From an optimization exercise on the open Yosys and OpenROAD flow, aimed at small area, a short achievable clock period and few clock cycles per item; shortcuts taken in it are not production practice. In this exercise RTL edits were held to simulation tests only and were not proved equivalent to the original.

==> flow/design.v, too long to show whole: its modules and the start of the top module <==
// module iterative_karatsuba_32_16: 3892 lines
module iterative_karatsuba_32_16(clk, rst, enable, A, B, C, done);
  // ...
==> flow/flow/run.sh <==
#!/bin/bash
# The standard layout with two changes:
#  - synthesis skips Yosys's early "abc -fast" (SYNTH_ARGS=-noabc), so the
#    multiplier's full adders reach extract_fa as written and no inverters
#    land between the adder cells;
#  - every port still gets its buffer, but a plain buf_2 rather than the
#    delay cell buffer_ports picks by default.
set -euo pipefail
export BUFFER_PORTS_ARGS="-buffer_cell sky130_fd_sc_hd__buf_2"
export SETUP_SLACK_MARGIN=18
bash standard.sh SYNTH_ARGS=-noabc synth > synth.log 2>&1
bash standard.sh > layout.log 2>&1
==> flow/standard.sh <==
#!/bin/bash
# synth_recipe.tcl (not shown) runs the flow's synth.tcl, then flattens the netlist and writes it again
# the make line also repeats each setting of config.mk as NAME=value (left out here)
make -C /OpenROAD-flow-scripts/flow DESIGN_CONFIG=/design/flow/config.mk WORK_HOME=/design/flow/orfs CLKGATE_MAP_FILE= SYNTH_SCRIPT=/design/flow/synth_recipe.tcl "${@:-finish}"
==> flow/config.mk <==
export PLATFORM = sky130hd
export DESIGN_NAME = iterative_karatsuba_32_16
export DESIGN_NICKNAME = iterative_karatsuba_32_16
export VERILOG_FILES = /design/flow/design.v
export SDC_FILE = /design/flow/constraint.sdc
export NUM_CORES = 4
export LEC_CHECK = 0
export ABC_AREA = 1
export CAP_MARGIN = 20
export CORE_MARGIN = 2
export CORE_UTILIZATION = 40
export SLEW_MARGIN = 20
==> flow/constraint.sdc <==
create_clock -name core_clock -period 42.0 [get_ports {clk}]
set_input_delay 8.4000 -clock core_clock [delete_from_list [all_inputs] [get_ports {clk}]]
set_output_delay 8.4000 -clock core_clock [all_outputs]
set_load 0.01 [all_outputs]
==> summary.md, run 1 <==
| Metric | Value |
|---|---|
| GRT Util Overall | 0.294 |
| Min-Delay Path Depth | 2 |
| Placeable core area | slightly above 60000 sq um |
| Clock buffer count | 10 |
| R2r worst-path depth | 2 |
| Setup slack at placement | roughly 17 ns |
| Placed Cells | approximately 3400 |
| Largest registers | P_q x64, held x1 |
| Hold path start | P_q[56]$_DFF_P_ |
| GRT busiest layer | met2 |
| Mapped Area | between 20000 and 25000 sq um |
| Maxcap violations | 0 |
| Leading post-synthesis cells by cell area | fa_1, xor2_1, o22ai_1 |
| Commonest cells after routing, fill and taps aside | xor2_1, fa_1, o22ai_1, nand2_1, inv_1 |
| Min-Delay Path Class | register to register |
| Die X | about 250 microns |
| Met2 wire len | between 40 and 50 mm |
| Status | no timing/DRC/antenna violations |
| XOR/XNOR share of the synthesized area | 0.199 |
| Post-synth EDFFs | 0 |
| Fmax | roughly 42 MHz |
| Register area share after synthesis | 0.0527 |
| DRC | 0 |
| Post-synth net total | around 3300 |
| Ys async rst share | 0 |
| Total Neg Setup Slack | 0 ns |
| Post-Layout Cell Count | 3427 |
| Synthesized area per cell | ~9.3 sq um |
| Setup crit start kind | primary input |
| Fillers | between 5000 and 6000 |
Testbench counts, summed over its fixed seeds: cycles 3,208, items 3,200.
==> run 2, diff against run 1 <==
--- a/flow/config.mk
+++ b/flow/config.mk
@@ -9,4 +9,6 @@
 export CAP_MARGIN = 20
 export CORE_MARGIN = 2
 export CORE_UTILIZATION = 40
+export CTS_BUF_LIST = sky130_fd_sc_hd__clkbuf_4 sky130_fd_sc_hd__clkbuf_8
+export PLACE_DENSITY = 0.8
 export SLEW_MARGIN = 20
==> run 2 against run 1 <==
Net effect: first-iteration DRC count rose by 38%; worst hold slack gained 0.0059 ns; final cell count is 0.29% higher; clock skew about the same; synthesized cell count stayed put; global-route usage fell by 2.3 points; register-to-register slack got worse by 0.32 ns; critical path type unchanged.
==> summary.md, run 2 <==
| Metric | Value |
|---|---|
| RePlAce Congestion | ~1 |
| Initial Util | 0.402 |
| Slew Viols, Final | 0 |
| CTS sink count | between 60 and 70 |
| R2R setup slack | around 40 ns |
| CTS Buf Count | 9 |
| Die X | 252 microns (unchanged) |
| Post-synth EDFFs | 0 (unchanged) |
| Fin util | 0.432 |
| Chip height | between 200 and 300 microns |
| Final hold violations | 0 |
| Die Footprint | between 60000 and 70000 sq um |
| CP required | roughly 34 ns |
| Maxcap violations | 0 (unchanged) |
| Fillers | 5672 (-4.2%) |
| Clock skew | ~0.0086 ns |
| Footprint of the multi-input gates | between 20000 and 25000 sq um |
| Hold path start | P_q[12]$_DFF_P_ |
| Reg-to-reg endpoint | P_q[18]$_DFF_P_ |
| Post-synth top area cell | fa_1 |
| R2r worst-path depth | 5 (+3) |
| Leading cell type in the layout, fill and taps excluded | xor2_1 |
| Largest net degree at the start of global routing | roughly 50 |
| Slew HR | 0.446 |
| Design Area, Final | around 27000 sq um |
| Top FF cell, synth | dfxtp_1 |
| Commonest cells after routing, fill and taps aside | xor2_1, fa_1, o22ai_1, nand2_1, inv_1 |
| Tightest Pin Transition | ~0.83 ns |
| Drt wl/cell | 25.3 microns |
| I/O pin count | between 100 and 150 |
| Setup crit start kind | primary input |
| Placeable core area | 61400 sq um (unchanged) |
| Detailed placement HPWL | 58.9 mm |
| Area Growth Syn to Fin | 7.36% |
| Total Neg Setup Slack | 0 ns (unchanged) |
| Fmax | 42.0 MHz (-0.33%) |
| Register name with the most flops | P_q |
| Synth warn | 1 |
| Most frequent cells after synthesis | xor2_1, fa_1, o22ai_1 |
| Critical path capture point type | output port |
| Setup slack at placement | 17.57 ns (+0.396 ns) |
| Max reg flops | between 60 and 70 |
| Hold endpoint | P_q[12]$_DFF_P_ |
| Top-count cell post-synth | xor2_1 |
| Synthesized area per cell | 9.32 sq um (unchanged) |
| DRC | 0 (unchanged) |
| DR vias/cell | about 6.4 |
| CTS root buffer | clkbuf_8 |
| Placement Cell Area | approximately 26000 sq um |
| Detailed Routing Iterations Pass 1 | 10 |
| Number of H-tree levels | 3 |
| Register area share after synthesis | 0.0527 (unchanged) |
| Clock latency (worst-skew pair) | ~0.45 ns |
| Ys async rst share | 0 (unchanged) |
| Vias in the first global route | ~22000 |
| Via count | ~22000 |
| Min-Delay Path Class | register to register |
| Clk slew on worst S/H paths | approximately 0.080 ns |
| GRT Util Overall | 0.271 (-0.0229) |
| DRT antenna net count | 0 |
| Final setup vio count | 0 |
| Top-area cell type share of the netlist area | 0.405 |
| # hold bufs at CTS | 0 |
| Mapped Area | 24700 sq um (unchanged) |
| Final worst slack | ~18 ns |
| Max clock buf depth | 2 |
| Fin nets | roughly 3300 |
| Post-synth net total | 3346 (unchanged) |
| Post-synthesis instance total | approximately 2600 |
| GRT overflow | 0 |
| Period utilization | 0.567 |
| Crit Path Max Fanout | 19 |
| RSZ-0062 raised after global routing | false |
| 1st-iter DRT viols | 3798 |
| Initial antenna violation count | 22 |
| Share of layout cells above drive strength 1 | 0.117 |
| Largest registers | P_q x64, held x1 |
| Status | no timing/DRC/antenna violations |
| Netlist cell types | 29 |
| Worst r2r src | held$_SDFFE_PP0P_ |
| WL final | 86.8 mm |
| TritonCTS clock tree | done |
| First-pass GRT wire length | 131 mm |
| Synth Register Bits | 65 |
| Leading post-synthesis cells by cell area | fa_1, xor2_1, o22ai_1 |
| Min-Delay Path Depth | 2 (unchanged) |
| Cell Rows | 91 |
| Register area | ~1300 sq um |
| Min Tclk post-route | about 24 ns |
| Worst Path Arrival | approximately 15 ns |
| Input/output buffers | roughly 130 |
| WS Path Type | primary input to output port |
[run 2: cell types whose count changed in the layout (fill, tap and decap cells not counted), sizes merged]
cell,change
clkbuf,-3
buf,+5
bufinv,+1
diode,+8
clkinvlp,-1
[run 2: kinds of logic after synthesis]
group / after synthesis / synth area share
fa+ha+maj: 630 / 0.471
compound gates: 571 / 0.144
xor+xnor: 560 / 0.199
buf+inv: 438 / 0.0690
simple gates: 385 / 0.0648
flops: 65 / 0.0527
[run 2: stage by stage]
step                      cells  hold slack, ns
final                      3437           0.453
after global routing       3436           0.471
after CTS                  3410           0.456
after detailed placement   3390           0.436
after global placement     3389           0.430
after floorplan            2649           0.484
[run 2: worst max path at each step]
stage               startpoint    end  slack, ns  cells past startpoint
detailed placement        B[1]  C[47]      17.57                     30
finish                    B[7]  C[47]      18.20                     28
CTS                       B[5]  C[63]      18.00                     31
global placement          B[1]  C[63]      17.73                     33
global route              B[1]  C[47]      18.00                     33
floorplan                 B[5]  C[63]      19.06                     28
[run 2: layout make-up]
type	instances	share of cell area
Timing Repair inverter	2	0.000472
Timing Repair Buffer	231	0.0548
Sequential cell	65	0.0492
Antenna cell	8	0.000755
Inverter	179	0.0265
Multi-Input combinational cell	2146	0.823
Clock buffer	10	0.00519
Tap cell	790	0.0373
Clock inverter	6	0.00255
[run 2: critical path, cell delays in order]
cell and delay, ns:
buf_2 0.12, ha_1 0.39, clkinvlp_4 0.33, buf_4 0.35, o22ai_1 0.22, xor2_1 0.21, fa_1 0.49, fa_1 0.53
fa_1 0.42, fa_1 0.56, fa_1 0.46, ha_1 0.35, nand2_1 0.10, inv_1 0.04, a21oi_1 0.15, nand2_1 0.22
a21oi_2 0.24, nand2_4 0.14, nand3_1 0.12, nand2_2 0.10, nand2_1 0.08, nand2_1 0.09, nand3_1 0.08, nand2_1 0.06
fa_1 0.41, xnor2_2 0.34, o21ai_0 0.17, buf_2 0.20
[run 2: layer usage]
metal | part of all wire | vias to the layer above | global-route usage
li1 | - | 8800 | -
met1 | 0.34 | 10500 | 0.329
met2 | 0.43 | 2062 | 0.400
met3 | 0.16 | 625 | 0.118
met4 | 0.073 | 28 | 0.155
met5 | 0.0020 | - | 0
[run 2: repair_timing]
action | in CTS | in global routing
setup endpoints to repair | 19 | 21
cloned | 1 | 1
buffers inserted | 3 | 18
resized for setup | 4 | 20
pin swaps | 0 | 4
==> run 3, diff against run 2 <==
--- a/flow/config.mk
+++ b/flow/config.mk
@@ -10,5 +10,4 @@
 export CORE_MARGIN = 2
 export CORE_UTILIZATION = 40
 export CTS_BUF_LIST = sky130_fd_sc_hd__clkbuf_4 sky130_fd_sc_hd__clkbuf_8
-export PLACE_DENSITY = 0.8
 export SLEW_MARGIN = 20
==> run 3 against run 2 <==
Net effect: still clean on timing, DRC and antenna; area after synthesis did not move; worst hold slack hardly changed; global-route usage up 2.2 points; non-clock buffer count decreased by 2; sequential share of layout area barely moved; wire length is 6.2% higher; count of clock-buffer cells in the layout is the same; final cell count fell by 0.26%; critical endpoint unchanged.
==> summary.md, run 3 <==
| Metric | Value |
|---|---|
| Final worst slack | 18.29 ns (+0.0894 ns) |
| Fin util | 0.433 (+0.00122) |
| Cell Rows | 91 (unchanged) |
| GRT Util Overall | 0.293 (+0.0224) |
| Final setup vio count | 0 (unchanged) |
| Vias in the first global route | 23600 (+5.5%) |
| Share of layout cells above drive strength 1 | 0.119 (+0.00198) |
| Crit-path slowest cell | fa_1 |
| CP required | 33.60 ns (about the same) |
| Register area share after synthesis | 0.0527 (unchanged) |
| Post-synth EDFFs | 0 (unchanged) |
| Top FF cell, synth | dfxtp_1 |
| First-pass GRT wire length | 141 mm (+7.9%) |
| Largest net degree at the start of global routing | 54 (+5.9%) |
| DRC | 0 (unchanged) |
| Worst Path Arrival | 15.31 ns (-0.09 ns) |
| Max clock buf depth | 2 (unchanged) |
| Most frequent cells after synthesis | xor2_1, fa_1, o22ai_1 |
| CTS sink count | 65 (unchanged) |
| Mapped Area | 24700 sq um (unchanged) |
| Slew HR | 0.447 (+0.00128) |
| Die X | 252 microns (unchanged) |
| Drt wl/cell | 26.9 microns (+6.5%) |
| Synth warn | 1 (unchanged) |
| Chip height | 252 microns (unchanged) |
| Critical path capture point type | output port |
| Top-count cell post-synth | xor2_1 |
| Leading post-synthesis cells by cell area | fa_1, xor2_1, o22ai_1 |
| Synth Register Bits | 65 (unchanged) |
| Min-Delay Path Class | register to register |
| Number of H-tree levels | 3 (unchanged) |
| Clock skew | 0.0155 ns (+0.00689 ns) |
| Setup slack at placement | 17.17 ns (-0.396 ns) |
| Post-synth top area cell | fa_1 |
| Top-area cell type share of the netlist area | 0.405 (unchanged) |
| 1st-iter DRT viols | 2772 (-27%) |
| DRT antenna net count | 0 (unchanged) |
| Status | no timing/DRC/antenna violations |
| RePlAce Congestion | 0.908 (-7.5%) |
| Clk slew on worst S/H paths | 0.07 ns (about the same) |
| WHS | 0.453 ns (+0.000167 ns) |
| Max incr delay on CP | 0.53 ns (-0.03 ns) |
| Tightest Pin Transition | 0.823 ns (-0.00692 ns) |
| Footprint of the multi-input gates | 21800 sq um (about the same) |
| Largest registers | P_q x64, held x1 |
| Initial Util | 0.402 (unchanged) |
| I/O pin count | 132 (unchanged) |
| Fillers | 5940 (+4.7%) |
| Fmax | 42.2 MHz (+0.38%) |
| Placeable core area | 61400 sq um (unchanged) |
| Maxcap violations | 0 (unchanged) |
| Clock latency (worst-skew pair) | 0.46 ns (about the same) |
| Register name with the most flops | P_q |
| GRT overflow | 0 (unchanged) |
| Commonest cells after routing, fill and taps aside | xor2_1, fa_1, o22ai_1, nand2_1, inv_1 |
| Initial antenna violation count | 1 (-95%) |
| Input/output buffers | 131 (unchanged) |
| Max reg flops | 64 (unchanged) |
| Die Footprint | 63700 sq um (unchanged) |
| Ys async rst share | 0 (unchanged) |
| Min Tclk post-route | 23.71 ns (-0.0894 ns) |
| DR vias/cell | 6.26 (-2.2%) |
| CTS Buf Count | 9 (unchanged) |
| Leading cell type in the layout, fill and taps excluded | xor2_1 |
| Total Neg Setup Slack | 0 ns (unchanged) |
| RSZ-0062 raised after global routing | false |
| Detailed placement HPWL | 60.9 mm (+3.5%) |
| Slew Viols, Final | 0 (unchanged) |
| # hold bufs at CTS | 0 (unchanged) |
| Crit Path Max Fanout | 38 (+19) |
| Period utilization | 0.564 (-0.00213) |
| Register area | 1310 sq um (unchanged) |
| Post-synthesis instance total | 2649 (unchanged) |
| Post-synth net total | 3346 (unchanged) |
| Fin nets | 3329 (-0.060%) |
| Area Growth Syn to Fin | 7.66% |
| Most common cell on crit path | fa_1 |
| Final hold violations | 0 (unchanged) |
| Netlist cell types | 29 (unchanged) |
| Via count | 21500 (-2.5%) |
| CTS root buffer | clkbuf_8 |
| Detailed Routing Iterations Pass 1 | 7 (-3) |
| WS Path Type | primary input to output port |
| TritonCTS clock tree | done |
| Setup crit start kind | primary input |
| Synthesized area per cell | 9.32 sq um (unchanged) |
| WL final | 92.2 mm (+6.2%) |
-- run 3: cell families (layout without fill, tap and decap cells) --
| kind of cell | after synthesis | count (layout) | synth area share |
|---|---|---|---|
| fa+ha+maj | 630 | 630 | 0.471 |
| compound gates | 571 | 571 | 0.144 |
| xor+xnor | 560 | 560 | 0.199 |
| buf+inv | 438 | 426 | 0.0690 |
| simple gates | 385 | 385 | 0.0648 |
| flops | 65 | 65 | 0.0527 |
| other cells | 0 | 1 | 0 |
-- run 3: layer usage --
metal	global-route usage	vias up	share of wire
li1	-	8788	-
met1	0.359	10600	0.37
met2	0.467	1614	0.45
met3	0.0798	440	0.12
met4	0.164	0	0.062
met5	0.00232	-	0
-- run 3: what timing repair did --
action | 4_1_cts | 5_1_grt
pin swaps | 0 | 1
setup endpoints to repair | 28 | 12
setup buffers | 11 | 4
cloned | 1 | 2
gates resized for setup | 12 | 51
-- run 3: final timing paths --
check,start,to,slack (ns),cells past startpoint
worst max register to register,held$_SDFFE_PP0P_,P_q[39]$_DFF_P_,40.32,2
worst max-delay path,B[1],C[47],18.29,31
worst min-delay path,P_q[1]$_DFF_P_,P_q[1]$_DFF_P_,0.45,2
worst min register to register,P_q[1]$_DFF_P_,P_q[1]$_DFF_P_,0.45,2
-- run 3: layout make-up --
type / count / area share
multi-input cells: 2146 / 0.822
inverters: 179 / 0.0267
clock buffers: 10 / 0.00518
clock inverters: 6 / 0.00160
repair buffers: 229 / 0.0581
well taps: 790 / 0.0372
flip-flops and latches: 65 / 0.0491
repair inverters: 2 / 0.000471
diodes: 1 / 0.0000941
-- run 3: stage by stage --
step / instance area [sq um] / instances
global placement: 26000 / 3393
detailed placement: 26000 / 3393
global route: 26600 / 3427
floorplan: 24700 / 2649
CTS: 26300 / 3421
finish: 26600 / 3428
-- run 3: worst max-delay path, delay by kind of cell --
kind / cells / cell delay, ns
adder cells (fa/ha/maj): 8 / 3.53
XOR/XNOR: 2 / 0.49
AO/OA/AOI/OAI: 4 / 0.63
AND/OR/NAND/NOR: 12 / 1.30
buffers and inverters: 5 / 0.91
==> run 4, diff against run 3 <==
==> flow/flow/run.sh (replaced) <==
#!/bin/bash
# The standard layout with two changes:
#  - synthesis skips Yosys's early "abc -fast" (SYNTH_ARGS=-noabc), so the
#    multiplier's full adders reach extract_fa as written and no inverters
#    land between the adder cells;
#  - every port still gets its buffer, but a plain buf_1 rather than the
#    delay cell buffer_ports picks by default.
set -euo pipefail
export BUFFER_PORTS_ARGS="-buffer_cell sky130_fd_sc_hd__buf_1"
export SETUP_SLACK_MARGIN=18
bash standard.sh SYNTH_ARGS=-noabc synth > synth.log 2>&1
bash standard.sh > layout.log 2>&1
--- a/flow/config.mk
+++ b/flow/config.mk
@@ -9,5 +9,4 @@
 export CAP_MARGIN = 20
 export CORE_MARGIN = 2
 export CORE_UTILIZATION = 40
-export CTS_BUF_LIST = sky130_fd_sc_hd__clkbuf_4 sky130_fd_sc_hd__clkbuf_8
 export SLEW_MARGIN = 20
==> run 4 against run 3 <==
Net effect: worst hold slack worse by 0.0056 ns; die area stayed put; still clean; area after synthesis stayed put; critical endpoint unchanged; largest cell class unchanged; cell area down 0.19%; critical path type unchanged; wire length increased by 1.4%.
==> summary.md, run 4 <==
| Metric | Value |
|---|---|
| Largest family of logic cells by synthesized area | adder cells |
| Commonest cells after routing, fill and taps aside | xor2_1, fa_1, o22ai_1, nand2_1, inv_1 |
| Placement Cell Area | 25900 sq um (-0.59%) |
| Area Growth Syn to Fin | 7.46% |
| DRT antenna net count | 0 (unchanged) |
| Initial Util | 0.402 (unchanged) |
| CP required | 33.60 ns (about the same) |
| Initial antenna violation count | 2 (+1) |
| Clock latency (worst-skew pair) | 0.40 ns (-0.06 ns) |
| Fin nets | 3332 (+0.090%) |
| DRC | 0 (unchanged) |
| Total Neg Setup Slack | 0 ns (unchanged) |
| Setup crit start kind | primary input |
| Cell family with most CP delay | adder cells |
| Post-synth top area cell | fa_1 |
| Drt wl/cell | 27.3 microns (+1.3%) |
| Leading cell type in the layout, fill and taps excluded | xor2_1 |
| Die X | 252 microns (unchanged) |
| Detailed Routing Iterations Pass 1 | 8 (+1) |
| WL final | 93.5 mm (+1.4%) |
| N_diodes | 0 (-1) |
| Detailed placement HPWL | 61.5 mm (+0.87%) |
| TritonCTS clock tree | done |
| Fmax | 42.1 MHz (-0.19%) |
| # hold bufs at CTS | 0 (unchanged) |
| 1st-iter DRT viols | 2798 (+0.94%) |
| Final setup vio count | 0 (unchanged) |
| Cell Rows | 91 (unchanged) |
| Period utilization | 0.566 (+0.00106) |
| Fin util | 0.432 (-0.000816) |
| Mapped Area | 24700 sq um (unchanged) |
| Critical path capture point type | output port |
| Crit-path slowest cell | fa_1 |
| Post-synth net total | 3346 (unchanged) |
| Crit Path Max Fanout | 19 (-50%) |
| Post-synthesis simple-gate area fraction | 0.0648 (unchanged) |
| Post-Synth Adder-Cell Area | 0.471 (unchanged) |
| Most frequent cells after synthesis | xor2_1, fa_1, o22ai_1 |
| Largest net degree at the start of global routing | 59 (+9.3%) |
| Mux cell area share after synthesis | 0 (unchanged) |
| Synthesized area per cell | 9.32 sq um (unchanged) |
| Worst Path Arrival | 15.35 ns (+0.04 ns) |
| Clock skew | 0.0162 ns (+0.000711 ns) |
| Largest registers | P_q x64, held x1 |
| GRT Util Overall | 0.298 (+0.00496) |
| Max reg flops | 64 (unchanged) |
| Synth warn | 1 (unchanged) |
| Top-count cell post-synth | xor2_1 |
| Slew Viols, Final | 0 (unchanged) |
| GRT overflow | 0 (unchanged) |
| RSZ-0062 raised after global routing | false |
| First-pass GRT wire length | 143 mm (+1.1%) |
| Slew HR | 0.362 (-0.0849) |
| Die Footprint | 63700 sq um (unchanged) |
| Placeable core area | 61400 sq um (unchanged) |
| Input/output buffers | 131 (unchanged) |
| CTS root buffer | clkbuf_16 |
| Maxcap violations | 0 (unchanged) |
| XOR/XNOR share of the synthesized area | 0.199 (unchanged) |
| I/O pin count | 132 (unchanged) |
| RePlAce Congestion | 0.902 (-0.65%) |
| Netlist cell types | 29 (unchanged) |
| Min Tclk post-route | 23.75 ns (+0.0446 ns) |
| Number of H-tree levels | 3 (unchanged) |
| Max incr delay on CP | 0.58 ns (+0.05 ns) |
| Synth Area in Compound Gates | 0.144 (unchanged) |
| Vias in the first global route | 23400 (-0.93%) |
| Top FF cell, synth | dfxtp_1 |
| Register name with the most flops | P_q |
| Ys async rst share | 0 (unchanged) |
| Register area share after synthesis | 0.0527 (unchanged) |
| Top-area cell type share of the netlist area | 0.405 (unchanged) |
| DR vias/cell | 6.30 (+0.61%) |
| Share of layout cells above drive strength 1 | 0.0712 (-0.0479) |
| CP bufs+invs | 6 (+1) |
| Final hold violations | 0 (unchanged) |
| Min-Delay Path Class | register to register |
| Via count | 21600 (+0.67%) |
| WS Path Type | primary input to output port |
| CTS sink count | 65 (unchanged) |
| Tightest Pin Transition | 0.951 ns (+0.127 ns) |
| Post-synth EDFFs | 0 (unchanged) |
| Synth Register Bits | 65 (unchanged) |
| Design Area, Final | 26500 sq um (-0.19%) |
| Leading post-synthesis cells by cell area | fa_1, xor2_1, o22ai_1 |
| Chip height | 252 microns (unchanged) |
| Clk slew on worst S/H paths | 0.06 ns (about the same) |
| Post-synthesis instance total | 2649 (unchanged) |
| CTS Buf Count | 9 (unchanged) |
| Max clock buf depth | 2 (unchanged) |
| Status | no timing/DRC/antenna violations |
## run 4: worst reg2reg max path, cell delays in order (launching register included)
cell and delay (ns):
dfxtp_4 0.59, clkinv_1 0.87, buf_4 0.55, nand2_1 0.15
nand2_1 0.08
## run 4: logic make-up (layout without fill, tap and decap cells)
group / after synthesis / after routing
AOI/OAI and AO/OA: 571 / 571
xor gates and xnor gates: 560 / 560
adders and majority gates: 630 / 630
buffers and inverters: 438 / 429
DFF: 65 / 65
and+or+nand+nor: 385 / 385
## run 4: area by class of cell
type / instances / area, sq um
Clock buffer: 9 / 225
Sequential cell: 65 / 1310
Timing Repair Buffer: 233 / 1390
Timing Repair inverter: 1 / 5.00
Fill cell: 5878 / 34800
Inverter: 179 / 699
Multi-Input combinational cell: 2146 / 21800
Clock inverter: 7 / 93.8
Tap cell: 790 / 988
## run 4: per-layer routing
layer / vias to the layer above / wire length [microns] / GRT usage
met5: - / 29 / 0
met4: 2 / 6370 / 0.173
met3: 471 / 11200 / 0.0898
met2: 1640 / 42100 / 0.468
met1: 10700 / 33800 / 0.364
li1: 8804 / - / -
## run 4: worst paths after layout
path | slack [ns] | to | cells after the start | from
worst max register to register | 39.66 | P_q[28]$_DFF_P_ | 4 | held$_SDFFE_PP0P_
worst min-delay path | 0.45 | P_q[56]$_DFF_P_ | 2 | P_q[56]$_DFF_P_
worst max-delay path | 18.25 | C[47] | 31 | B[1]
worst min register to register | 0.45 | P_q[56]$_DFF_P_ | 2 | P_q[56]$_DFF_P_
## run 4: metrics by stage
step / setup WS [ns] / instances / hold WS, ns
2_1_floorplan: 19.06 / 2649 / 0.484
3_3_place_gp: 17.34 / 3394 / 0.432
3_5_place_dp: 17.23 / 3394 / 0.436
4_1_cts: 18.01 / 3414 / 0.452
5_1_grt: 18.00 / 3430 / 0.469
6_report: 18.25 / 3430 / 0.448
## run 4: timing repair
item	in CTS	in global routing
gates cloned	1	1
endpoints found under the setup margin	33	18
pin swaps	0	1
buffers inserted	3	15
gates resized for setup	10	40
==> run 5, diff against run 4 <==
--- a/flow/config.mk
+++ b/flow/config.mk
@@ -9,4 +9,6 @@
 export CAP_MARGIN = 20
 export CORE_MARGIN = 2
 export CORE_UTILIZATION = 40
+export CTS_BUF_LIST = sky130_fd_sc_hd__clkbuf_4 sky130_fd_sc_hd__clkbuf_8
+export PLACE_DENSITY = 0.8
 export SLEW_MARGIN = 20
==> run 5 against run 4 <==
Net effect: still clean on timing, DRC and antenna; count of clock-buffer cells in the layout unchanged; cell area decreased by 0.12%; sequential share of layout area about the same; clock skew increased by 0.0042 ns; critical endpoint is now C[63]; highest routed layer unchanged.
==> summary.md, run 5 <==
| Metric | Value |
|---|---|
| Clock skew | 0.0204 ns (+0.00425 ns) |
| CTS Buf Count | 9 (unchanged) |
| Tightest Pin Transition | 1.08 ns (+0.127 ns) |
| Max clock buf depth | 2 (unchanged) |
| Top-count cell post-synth | xor2_1 |
| Ys async rst share | 0 (unchanged) |
| Slew Viols, Final | 0 (unchanged) |
| Hold path start | P_q[38]$_DFF_P_ |
| Mux cell area share after synthesis | 0 (unchanged) |
| 1st-iter DRT viols | 3988 (+43%) |
| Drt wl/cell | 25.3 microns (-7.0%) |
| DR vias/cell | 6.41 (+1.7%) |
| Most common cell on crit path | fa_1 |
| Setup crit start kind | primary input |
| Area Growth Syn to Fin | 7.33% |
| DRC | 0 (unchanged) |
| Fmax | 42.0 MHz (-0.15%) |
| Largest net degree at the start of global routing | 50 (-15%) |
| Status | no timing/DRC/antenna violations |
| Placed Cells | 3393 (-0.029%) |
| Die X | 252 microns (unchanged) |
| Most frequent cells after synthesis | xor2_1, fa_1, o22ai_1 |
| CP required | 33.60 ns (about the same) |
| Commonest cells after routing, fill and taps aside | xor2_1, fa_1, o22ai_1, nand2_1, inv_1 |
| Clock latency (worst-skew pair) | 0.46 ns (+0.06 ns) |
| Post-synthesis instance total | 2649 (unchanged) |
| R2R setup slack | 40.41 ns (+0.75 ns) |
| Leading post-synthesis cells by cell area | fa_1, xor2_1, o22ai_1 |
| Leading cell type in the layout, fill and taps excluded | xor2_1 |
| Register name with the most flops | P_q |
| Top FF cell, synth | dfxtp_1 |
| Fin nets | 3342 (+0.30%) |
| Max incr delay on CP | 0.57 ns (about the same) |
| Mapped Area | 24700 sq um (unchanged) |
| CTS sink count | 65 (unchanged) |
| XOR/XNOR share of the synthesized area | 0.199 (unchanged) |
| Final setup vio count | 0 (unchanged) |
| I/O pin count | 132 (unchanged) |
| Worst Path Arrival | 15.39 ns (+0.04 ns) |
| GRT overflow | 0 (unchanged) |
| Detailed placement HPWL | 58.7 mm (-4.5%) |
| Period utilization | 0.566 (+0.000850) |
| Min-Delay Path Depth | 2 (unchanged) |
| Largest family of logic cells by synthesized area | adder cells |
| Share of layout cells above drive strength 1 | 0.0717 (+0.000486) |
| Synthesized area per cell | 9.32 sq um (unchanged) |
| Initial antenna violation count | 19 (+17) |
| Slew HR | 0.281 (-0.0815) |
| Setup slack at placement | 17.76 ns (+0.524 ns) |
| Synth Register Bits | 65 (unchanged) |
| Register area share after synthesis | 0.0527 (unchanged) |
| RSZ-0062 raised after global routing | true |
| Post-synthesis simple-gate area fraction | 0.0648 (unchanged) |
| Final hold violations | 0 (unchanged) |
| Detailed Routing Iterations Pass 1 | 17 (+9) |
| Maxcap violations | 0 (unchanged) |
| RePlAce Congestion | 0.965 (+6.9%) |
| Max reg flops | 64 (unchanged) |
| Worst Setup SP | A[15] |
| Vias in the first global route | 22700 (-3.2%) |
| Post-Synth Adder-Cell Area | 0.471 (unchanged) |
| Post-synth top area cell | fa_1 |
| Number of H-tree levels | 3 (unchanged) |
| GRT Util Overall | 0.272 (-0.0262) |
| Min-Delay Path Class | register to register |
| Worst r2r src | held$_SDFFE_PP0P_ |
| CTS root buffer | clkbuf_8 |
| Netlist cell types | 29 (unchanged) |
| Min Tclk post-route | 23.79 ns (+0.0357 ns) |
| Top-area cell type share of the netlist area | 0.405 (unchanged) |
| Cell Rows | 91 (unchanged) |
| Crit-path slowest cell | inv_1 |
| Largest registers | P_q x64, held x1 |
| DRT antenna net count | 0 (unchanged) |
| CP bufs+invs | 4 (-2) |
| TritonCTS clock tree | done |
| Chip height | 252 microns (unchanged) |
| First-pass GRT wire length | 132 mm (-7.5%) |
| Synth Area in Compound Gates | 0.144 (unchanged) |
| Post-Layout Cell Count | 3447 (+0.50%) |
| Initial Util | 0.402 (unchanged) |
| Crit Path Max Fanout | 18 (-1) |
| Via count | 22100 (+2.2%) |
| Cell family with most CP delay | adder cells |
| Final worst slack | 18.21 ns (-0.0357 ns) |
| Reg-to-reg endpoint | P_q[45]$_DFF_P_ |
| R2r worst-path depth | 2 (-2) |
| Placeable core area | 61400 sq um (unchanged) |
| WHS | 0.454 ns (+0.00623 ns) |
| Critical path capture point type | output port |
| Input/output buffers | 131 (unchanged) |
| Hold endpoint | P_q[38]$_DFF_P_ |
| WS Path Type | primary input to output port |
| Synth warn | 1 (unchanged) |
| Post-synth EDFFs | 0 (unchanged) |
| Die Footprint | 63700 sq um (unchanged) |
| WL final | 87.4 mm (-6.6%) |
| Post-synth net total | 3346 (unchanged) |
| Clk slew on worst S/H paths | 0.07 ns (about the same) |
| Total Neg Setup Slack | 0 ns (unchanged) |
run 5: cell counts after synthesis:
Identical to the previous run, type by type.
run 5: stage by stage:
stage,area (sq um),util
final,26500,0.432
after global routing,26500,0.432
after CTS,26100,0.425
after detailed placement,25900,0.421
after global placement,25900,0.421
after floorplan,24700,-
run 5: layer usage:
layer | wire [microns] | track usage | vias up
li1 | - | - | 8820
met1 | 29200 | 0.326 | 10500
met2 | 36700 | 0.396 | 2100
met3 | 14700 | 0.128 | 654
met4 | 6600 | 0.163 | 24
met5 | 134 | 0 | -
run 5: area by class of cell:
class / count / area (sq um)
fillers: 5635 / 34900
multi-input cells: 2146 / 21800
repair buffers: 243 / 1450
flip-flops and latches: 65 / 1310
well taps: 790 / 988
inverters: 179 / 702
clock buffers: 9 / 124
clock inverters: 7 / 93.8
diodes: 7 / 17.5
repair inverters: 1 / 7.51
run 5: repair_timing:
action,in CTS,in global routing
hold buffers,0,0
cloned,1,1
gates resized for setup,3,28
setup endpoints to repair,3,21
buffers inserted,0,29
pin swaps,0,5
run 5: how the worst max path moves through the flow:
| stage | cells past startpoint | end |
|---|---|---|
| CTS | 30 | C[63] |
| global placement | 34 | C[47] |
| floorplan | 28 | C[63] |
| global route | 33 | C[63] |
| detailed placement | 34 | C[47] |
| finish | 29 | C[63] |
run 5: worst reg2reg max path, cell delays in order (launching register included):
cell     delay [ns]
dfxtp_4        0.64
buf_4          0.51
o21ai_0        0.31
run 5: logic make-up after synthesis:
kind of cell,count (synthesis)
AND/OR/NAND/NOR,385
XOR/XNOR,560
adder cells (fa/ha/maj),630
flip-flops,65
AO/OA/AOI/OAI,571
buffers and inverters,438
==> run 6, diff against run 5 <==
--- a/flow/config.mk
+++ b/flow/config.mk
@@ -10,5 +10,4 @@
 export CORE_MARGIN = 2
 export CORE_UTILIZATION = 40
 export CTS_BUF_LIST = sky130_fd_sc_hd__clkbuf_4 sky130_fd_sc_hd__clkbuf_8
-export PLACE_DENSITY = 0.8
 export SLEW_MARGIN = 20
==> run 6 against run 5 <==
Net effect: still clean; maximum frequency about the same; count of clock-buffer cells in the layout stayed put; largest cell class unchanged; cell area decreased by 0.29%; non-clock buffer count fell by 11.
==> summary.md, run 6 <==
| Metric | Value |
|---|---|
| Initial Util | 0.402 (unchanged) |
| GRT Util Overall | 0.298 (+0.0263) |
| Max incr delay on CP | 0.58 ns (about the same) |
| Post-synth EDFFs | 0 (unchanged) |
| Top-count cell post-synth | xor2_1 |
| Number of H-tree levels | 3 (unchanged) |
| Min Tclk post-route | 23.77 ns (-0.0158 ns) |
| Synthesized area per cell | 9.32 sq um (unchanged) |
| Max clock buf depth | 2 (unchanged) |
| Fmax | 42.1 MHz (about the same) |
| Worst setup path endpoint | C[47] |
| WS Path Type | primary input to output port |
| Share of layout cells above drive strength 1 | 0.0709 (-0.000838) |
| Post-synthesis instance total | 2649 (unchanged) |
| R2r worst-path depth | 4 (+2) |
| Worst Path Arrival | 15.37 ns (-0.02 ns) |
| Top-area cell type share of the netlist area | 0.405 (unchanged) |
| GRT overflow | 0 (unchanged) |
| Detailed Routing Iterations Pass 1 | 6 (-11) |
| Input/output buffers | 131 (unchanged) |
| First-pass GRT wire length | 143 mm (+8.1%) |
| R2R setup slack | 39.67 ns (-0.74 ns) |
| Post-synth net total | 3346 (unchanged) |
| Chip height | 252 microns (unchanged) |
| Clk slew on worst S/H paths | 0.08 ns (about the same) |
| DRC | 0 (unchanged) |
| Vias in the first global route | 23400 (+3.2%) |
| Largest net degree at the start of global routing | 59 (+18%) |
| Total Neg Setup Slack | 0 ns (unchanged) |
| Final setup vio count | 0 (unchanged) |
| Post-synth top area cell | fa_1 |
| Synth warn | 1 (unchanged) |
| Commonest cells after routing, fill and taps aside | xor2_1, fa_1, o22ai_1, nand2_1, inv_1 |
| Fin nets | 3331 (-0.33%) |
| Register area share after synthesis | 0.0527 (unchanged) |
| Crit Path Max Fanout | 19 (+1) |
| Area Growth Syn to Fin | 7.02% |
| Clock latency (worst-skew pair) | 0.46 ns (about the same) |
| Detailed placement HPWL | 61.5 mm (+4.7%) |
| Slew HR | 0.368 (+0.0871) |
| CTS Buf Count | 9 (unchanged) |
| Die X | 252 microns (unchanged) |
| I/O pin count | 132 (unchanged) |
| Mapped Area | 24700 sq um (unchanged) |
| Placeable core area | 61400 sq um (unchanged) |
| CTS root buffer | clkbuf_8 |
| Register name with the most flops | P_q |
| DR vias/cell | 6.28 (-2.1%) |
| Initial antenna violation count | 0 (-19) |
| Worst Setup SP | B[1] |
| Drt wl/cell | 27.2 microns (+7.3%) |
| Synth Register Bits | 65 (unchanged) |
| Leading post-synthesis cells by cell area | fa_1, xor2_1, o22ai_1 |
| Worst path depth | 31 (+6.9%) |
| Worst r2r src | held$_SDFFE_PP0P_ |
| Most frequent cells after synthesis | xor2_1, fa_1, o22ai_1 |
| Final hold violations | 0 (unchanged) |
| Status | no timing/DRC/antenna violations |
| Via count | 21500 (-2.6%) |
| Critical path capture point type | output port |
| Min-Delay Path Class | register to register |
| Leading cell type in the layout, fill and taps excluded | xor2_1 |
| Min-Delay Path Depth | 2 (unchanged) |
| RSZ-0062 raised after global routing | false |
| Maxcap violations | 0 (unchanged) |
| Fillers | 5895 (+4.6%) |
| Footprint of the multi-input gates | 21800 sq um (about the same) |
| Largest registers | P_q x64, held x1 |
| Period utilization | 0.566 (about the same) |
| Cell family with most CP delay | adder cells |
| Max reg flops | 64 (unchanged) |
| Ys async rst share | 0 (unchanged) |
| Cell Rows | 91 (unchanged) |
| Die Footprint | 63700 sq um (unchanged) |
| Netlist cell types | 29 (unchanged) |
| Tightest Pin Transition | 0.942 ns (-0.135 ns) |
| Setup crit start kind | primary input |
| Crit-path slowest cell | fa_1 |
| CTS sink count | 65 (unchanged) |
| DRT antenna net count | 0 (unchanged) |
| # hold bufs at CTS | 0 (unchanged) |
| N_diodes | 0 (-7) |
| Reg-to-reg endpoint | P_q[28]$_DFF_P_ |
| CP bufs+invs | 6 (+2) |
| Clock skew | 0.0181 ns (-0.00239 ns) |
| Register area | 1310 sq um (unchanged) |
| RePlAce Congestion | 0.902 (-6.5%) |
| CP required | 33.60 ns (about the same) |
| WL final | 93.3 mm (+6.8%) |
| Slew Viols, Final | 0 (unchanged) |
| Top FF cell, synth | dfxtp_1 |
| TritonCTS clock tree | done |
| 1st-iter DRT viols | 2722 (-32%) |
run 6: cells by family after synthesis:
| kind of cell | after synthesis | synth area share |
|---|---|---|
| fa+ha+maj | 630 | 0.471 |
| compound gates | 571 | 0.144 |
| xor+xnor | 560 | 0.199 |
| buf+inv | 438 | 0.0690 |
| simple gates | 385 | 0.0648 |
| flops | 65 | 0.0527 |
run 6: worst min-delay path by stage:
stage | from | end | slack (ns)
2_1_floorplan | P_q[10]$_DFF_P_ | P_q[10]$_DFF_P_ | 0.48
3_3_place_gp | P_q[4]$_DFF_P_ | P_q[4]$_DFF_P_ | 0.43
3_5_place_dp | P_q[56]$_DFF_P_ | P_q[56]$_DFF_P_ | 0.44
4_1_cts | P_q[56]$_DFF_P_ | P_q[56]$_DFF_P_ | 0.46
5_1_grt | P_q[4]$_DFF_P_ | P_q[4]$_DFF_P_ | 0.47
6_report | P_q[56]$_DFF_P_ | P_q[56]$_DFF_P_ | 0.45
run 6: tightest hold or removal path, cell delays in order (launching register included):
cell,delay [ns]
dfxtp_1,0.31
nand2_1,0.04
nand2_1,0.07
run 6: cell type report:
class / instances / share of cell area
multi-input cells: 2146 / 0.826
clock inverters: 7 / 0.00355
clock buffers: 9 / 0.00469
flip-flops and latches: 65 / 0.0494
repair buffers: 232 / 0.0522
repair inverters: 1 / 0.000189
inverters: 179 / 0.0265
well taps: 790 / 0.0374
run 6: layer usage:
| layer | wire length [microns] | vias to the layer above | GRT usage |
|---|---|---|---|
| li1 | - | 8799 | - |
| met1 | 34100 | 10600 | 0.367 |
| met2 | 42100 | 1662 | 0.468 |
| met3 | 11000 | 454 | 0.0865 |
| met4 | 6100 | 0 | 0.168 |
| met5 | 0 | - | 0.00154 |
run 6: stage by stage:
stage | worst slack, ns | hold slack (ns) | instance area, sq um | util | cells
after global routing | 18.00 | 0.474 | 26400 | 0.431 | 3429
after global placement | 17.34 | 0.432 | 25900 | 0.422 | 3394
final | 18.23 | 0.453 | 26400 | 0.431 | 3429
after floorplan | 19.06 | 0.484 | 24700 | - | 2649
after CTS | 18.01 | 0.458 | 26200 | 0.426 | 3414
after detailed placement | 17.23 | 0.436 | 25900 | 0.422 | 3394
run 6: what timing repair did:
item	4_1_cts	5_1_grt
pin swaps	0	1
setup buffers	3	14
setup endpoints to repair	33	18
cloned	1	1
gates resized for setup	10	40
==> run 7, diff against run 6 <==
--- a/flow/config.mk
+++ b/flow/config.mk
@@ -10,4 +10,5 @@
 export CORE_MARGIN = 2
 export CORE_UTILIZATION = 40
 export CTS_BUF_LIST = sky130_fd_sc_hd__clkbuf_4 sky130_fd_sc_hd__clkbuf_8
+export GPL_ROUTABILITY_DRIVEN = 0
 export SLEW_MARGIN = 20
==> run 7 against run 6 <==
Net effect: still clean on timing, DRC and antenna; global-route usage down 0.078 points; register-to-register slack better by 0.46 ns; flip-flop and latch count unchanged; count of clock-buffer cells in the layout up 4; non-clock buffer count up 9; clock skew up 0.0020 ns.
==> summary.md, run 7 <==
| Metric | Value |
|---|---|
| Chip height | 252 microns (unchanged) |
| CTS Buf Count | 9 (unchanged) |
| RSZ-0062 raised after global routing | false |
| Post-synthesis instance total | 2649 (unchanged) |
| Status | no timing/DRC/antenna violations |
| Via count | 21600 (+0.52%) |
| Initial Util | 0.402 (unchanged) |
| Largest family of logic cells by synthesized area | adder cells |
| Detailed Routing Iterations Pass 1 | 6 (unchanged) |
| Ys async rst share | 0 (unchanged) |
| Register name with the most flops | P_q |
| Netlist cell types | 29 (unchanged) |
| Initial antenna violation count | 2 (+2) |
| Placed Cells | 3396 (+0.059%) |
| Drt wl/cell | 27.3 microns (+0.42%) |
| Most frequent cells after synthesis | xor2_1, fa_1, o22ai_1 |
| Post-synth net total | 3346 (unchanged) |
| Slew Viols, Final | 0 (unchanged) |
| Post-synth EDFFs | 0 (unchanged) |
| Top FF cell, synth | dfxtp_1 |
| CTS root buffer | clkbuf_8 |
| Tightest Pin Transition | 0.816 ns (-0.126 ns) |
| Die X | 252 microns (unchanged) |
| Die Footprint | 63700 sq um (unchanged) |
| Largest net degree at the start of global routing | 59 (unchanged) |
| GRT overflow | 0 (unchanged) |
| Crit Path Max Fanout | 26 (+7) |
| WS Path Type | primary input to output port |
| GRT Util Overall | 0.297 (-0.000778) |
| Mapped Area | 24700 sq um (unchanged) |
| Max reg flops | 64 (unchanged) |
| Worst Path Arrival | 15.35 ns (-0.02 ns) |
| # hold bufs at CTS | 0 (unchanged) |
| I/O pin count | 132 (unchanged) |
| Reg-to-reg endpoint | P_q[34]$_DFF_P_ |
| Final hold violations | 0 (unchanged) |
| Synth Register Bits | 65 (unchanged) |
| Leading cell type in the layout, fill and taps excluded | xor2_1 |
| Commonest cells after routing, fill and taps aside | xor2_1, fa_1, o22ai_1, nand2_1, inv_1 |
| Min Tclk post-route | 23.75 ns (-0.0202 ns) |
| Post-Layout Cell Count | 3437 (+0.23%) |
| CTS sink count | 65 (unchanged) |
| Slew HR | 0.456 (+0.0878) |
| Post-synth top area cell | fa_1 |
| Crit-path slowest cell | fa_1 |
| Input/output buffers | 131 (unchanged) |
| Vias in the first global route | 23400 (+0.068%) |
| R2R setup slack | 40.13 ns (+0.46 ns) |
| Worst r2r src | held$_SDFFE_PP0P_ |
| Maxcap violations | 0 (unchanged) |
| Fmax | 42.1 MHz (about the same) |
| Number of H-tree levels | 3 (unchanged) |
| Critical path capture point type | output port |
| Min-Delay Path Depth | 2 (unchanged) |
| Hold endpoint | P_q[24]$_DFF_P_ |
| TritonCTS clock tree | done |
| Period utilization | 0.566 (about the same) |
| 1st-iter DRT viols | 2920 (+7.3%) |
| Detailed placement HPWL | 62.0 mm (+0.87%) |
| Top-count cell post-synth | xor2_1 |
| Total Neg Setup Slack | 0 ns (unchanged) |
| Share of layout cells above drive strength 1 | 0.0707 (-0.000187) |
| XOR/XNOR share of the synthesized area | 0.199 (unchanged) |
| First-pass GRT wire length | 142 mm (-0.51%) |
| Setup crit start kind | primary input |
| Top-area cell type share of the netlist area | 0.405 (unchanged) |
| Synthesized area per cell | 9.32 sq um (unchanged) |
| Clock latency (worst-skew pair) | 0.44 ns (-0.02 ns) |
| Hold path start | P_q[24]$_DFF_P_ |
| Min-Delay Path Class | register to register |
| Fin nets | 3339 (+0.24%) |
| Post-Synth Adder-Cell Area | 0.471 (unchanged) |
| Clock skew | 0.0201 ns (+0.00205 ns) |
| DRT antenna net count | 0 (unchanged) |
| WL final | 93.9 mm (+0.65%) |
| DR vias/cell | 6.29 (+0.28%) |
| Placeable core area | 61400 sq um (unchanged) |
| Final setup vio count | 0 (unchanged) |
| DRC | 0 (unchanged) |
| Synth warn | 1 (unchanged) |
| Cell Rows | 91 (unchanged) |
| Most common cell on crit path | fa_1 |
| Max clock buf depth | 2 (unchanged) |
| Largest registers | P_q x64, held x1 |
| Synth Area in Compound Gates | 0.144 (unchanged) |
| Register area share after synthesis | 0.0527 (unchanged) |
| CP required | 33.60 ns (about the same) |
| Leading post-synthesis cells by cell area | fa_1, xor2_1, o22ai_1 |
| Clk slew on worst S/H paths | 0.07 ns (about the same) |
| Area Growth Syn to Fin | 7.10% (about the same) |
| Post-synthesis simple-gate area fraction | 0.0648 (unchanged) |
| R2r worst-path depth | 4 (unchanged) |
| Max incr delay on CP | 0.55 ns (-0.03 ns) |
| Mux cell area share after synthesis | 0 (unchanged) |
-- run 7: repair_timing --
action / CTS / global route
pin swaps: 0 / 4
resized for setup: 10 / 25
endpoints found under the setup margin: 15 / 18
buffers inserted: 5 / 19
cloned: 0 / 1
-- run 7: cells by family (layout without fill, tap and decap cells) --
logic type               after synthesis  after routing
AO/OA/AOI/OAI                        571            571
XOR/XNOR                             560            560
adder cells (fa/ha/maj)              630            630
buffers and inverters                438            435
flip-flops                            65             65
other                                  0              1
AND/OR/NAND/NOR                      385            385
-- run 7: final cells by class --
cell class	count	area, sq um
antenna	1	2.50
clock buffer	13	173
clock inverter	2	12.5
fill	5947	34900
inverter	179	693
multi-input combinational	2146	21800
sequential	65	1310
tap	790	988
timing repair buffer	241	1460
-- run 7: worst max-delay path by stage --
stage / slack, ns / end / start / depth (start not counted)
after floorplan: 19.06 / C[63] / B[5] / 28
after global placement: 17.70 / C[47] / B[1] / 31
after detailed placement: 17.61 / C[47] / B[1] / 31
after CTS: 18.03 / C[63] / B[5] / 33
after global routing: 18.01 / C[63] / B[5] / 31
final: 18.25 / C[63] / B[17] / 29
-- run 7: critical path: cells and delay by family --
kind | cells | cell delay (ns)
AND/OR/NAND/NOR | 8 | 0.60
XOR/XNOR | 3 | 0.51
buffers and inverters | 4 | 0.88
AO/OA/AOI/OAI | 5 | 0.81
adder cells (fa/ha/maj) | 9 | 4.12
-- run 7: through the flow --
step	hold slack, ns	setup WS (ns)	util	cell area (sq um)
3_5_place_dp	0.437	17.61	0.422	25900
4_1_cts	0.458	18.03	0.426	26200
6_report	0.451	18.25	0.431	26400
5_1_grt	0.476	18.01	0.431	26400
3_3_place_gp	0.433	17.70	0.422	25900
2_1_floorplan	0.484	19.06	-	24700
-- run 7: per-layer routing --
metal / up-vias / global-route usage / wire length, microns
li1: 8811 / - / -
met2: 1725 / 0.465 / 42000
met4: 0 / 0.185 / 6290
met3: 499 / 0.0834 / 11800
met5: - / 0 / 0
met1: 10600 / 0.363 / 33900

==> what the ideal ports hide <==
In the flow no input, the clock included, has a driving cell. The finished layouts below were timed again as built, in two steps.
Step 1: set_driving_cell puts a clkbuf_16 on clk and a buf_2 on each other input, an assumption about the parent block.
Step 2 moves the port delays by t, midway between the first and last clock arrival at a register: inputs arrive t later, outputs are due t later. That takes back most of the time a late clock gives input paths.
Three values: ideal ports, drivers, drivers and shift; two values: the first two.
run | shift t [ns] | slack for setup (ns) | worst data-port slew with drivers (ns) | pins driven straight from the clock port
run 1 | 0.444 | 18.282 / 18.247 / 18.247 | 0.05 | 1
run 2 | 0.498 | 18.204 / 18.126 / 18.126 | 0.11 | 1
run 3 | 0.499 | 18.293 / 18.258 / 18.258 | 0.05 | 1
run 4 | 0.449 | 18.248 / 18.226 / 18.226 | 0.06 | 1
run 5 | 0.505 | 18.213 / 18.133 / 18.133 | 0.11 | 1
run 6 | 0.504 | 18.228 / 18.206 / 18.206 | 0.06 | 1
run 7 | 0.492 | 18.249 / 18.218 / 18.218 | 0.08 | 1
After both steps setup and hold are still met in every run listed. The setup slack of run 5, which loses most, moves by -0.080 ns with the drivers and by -0.080 ns with both steps.
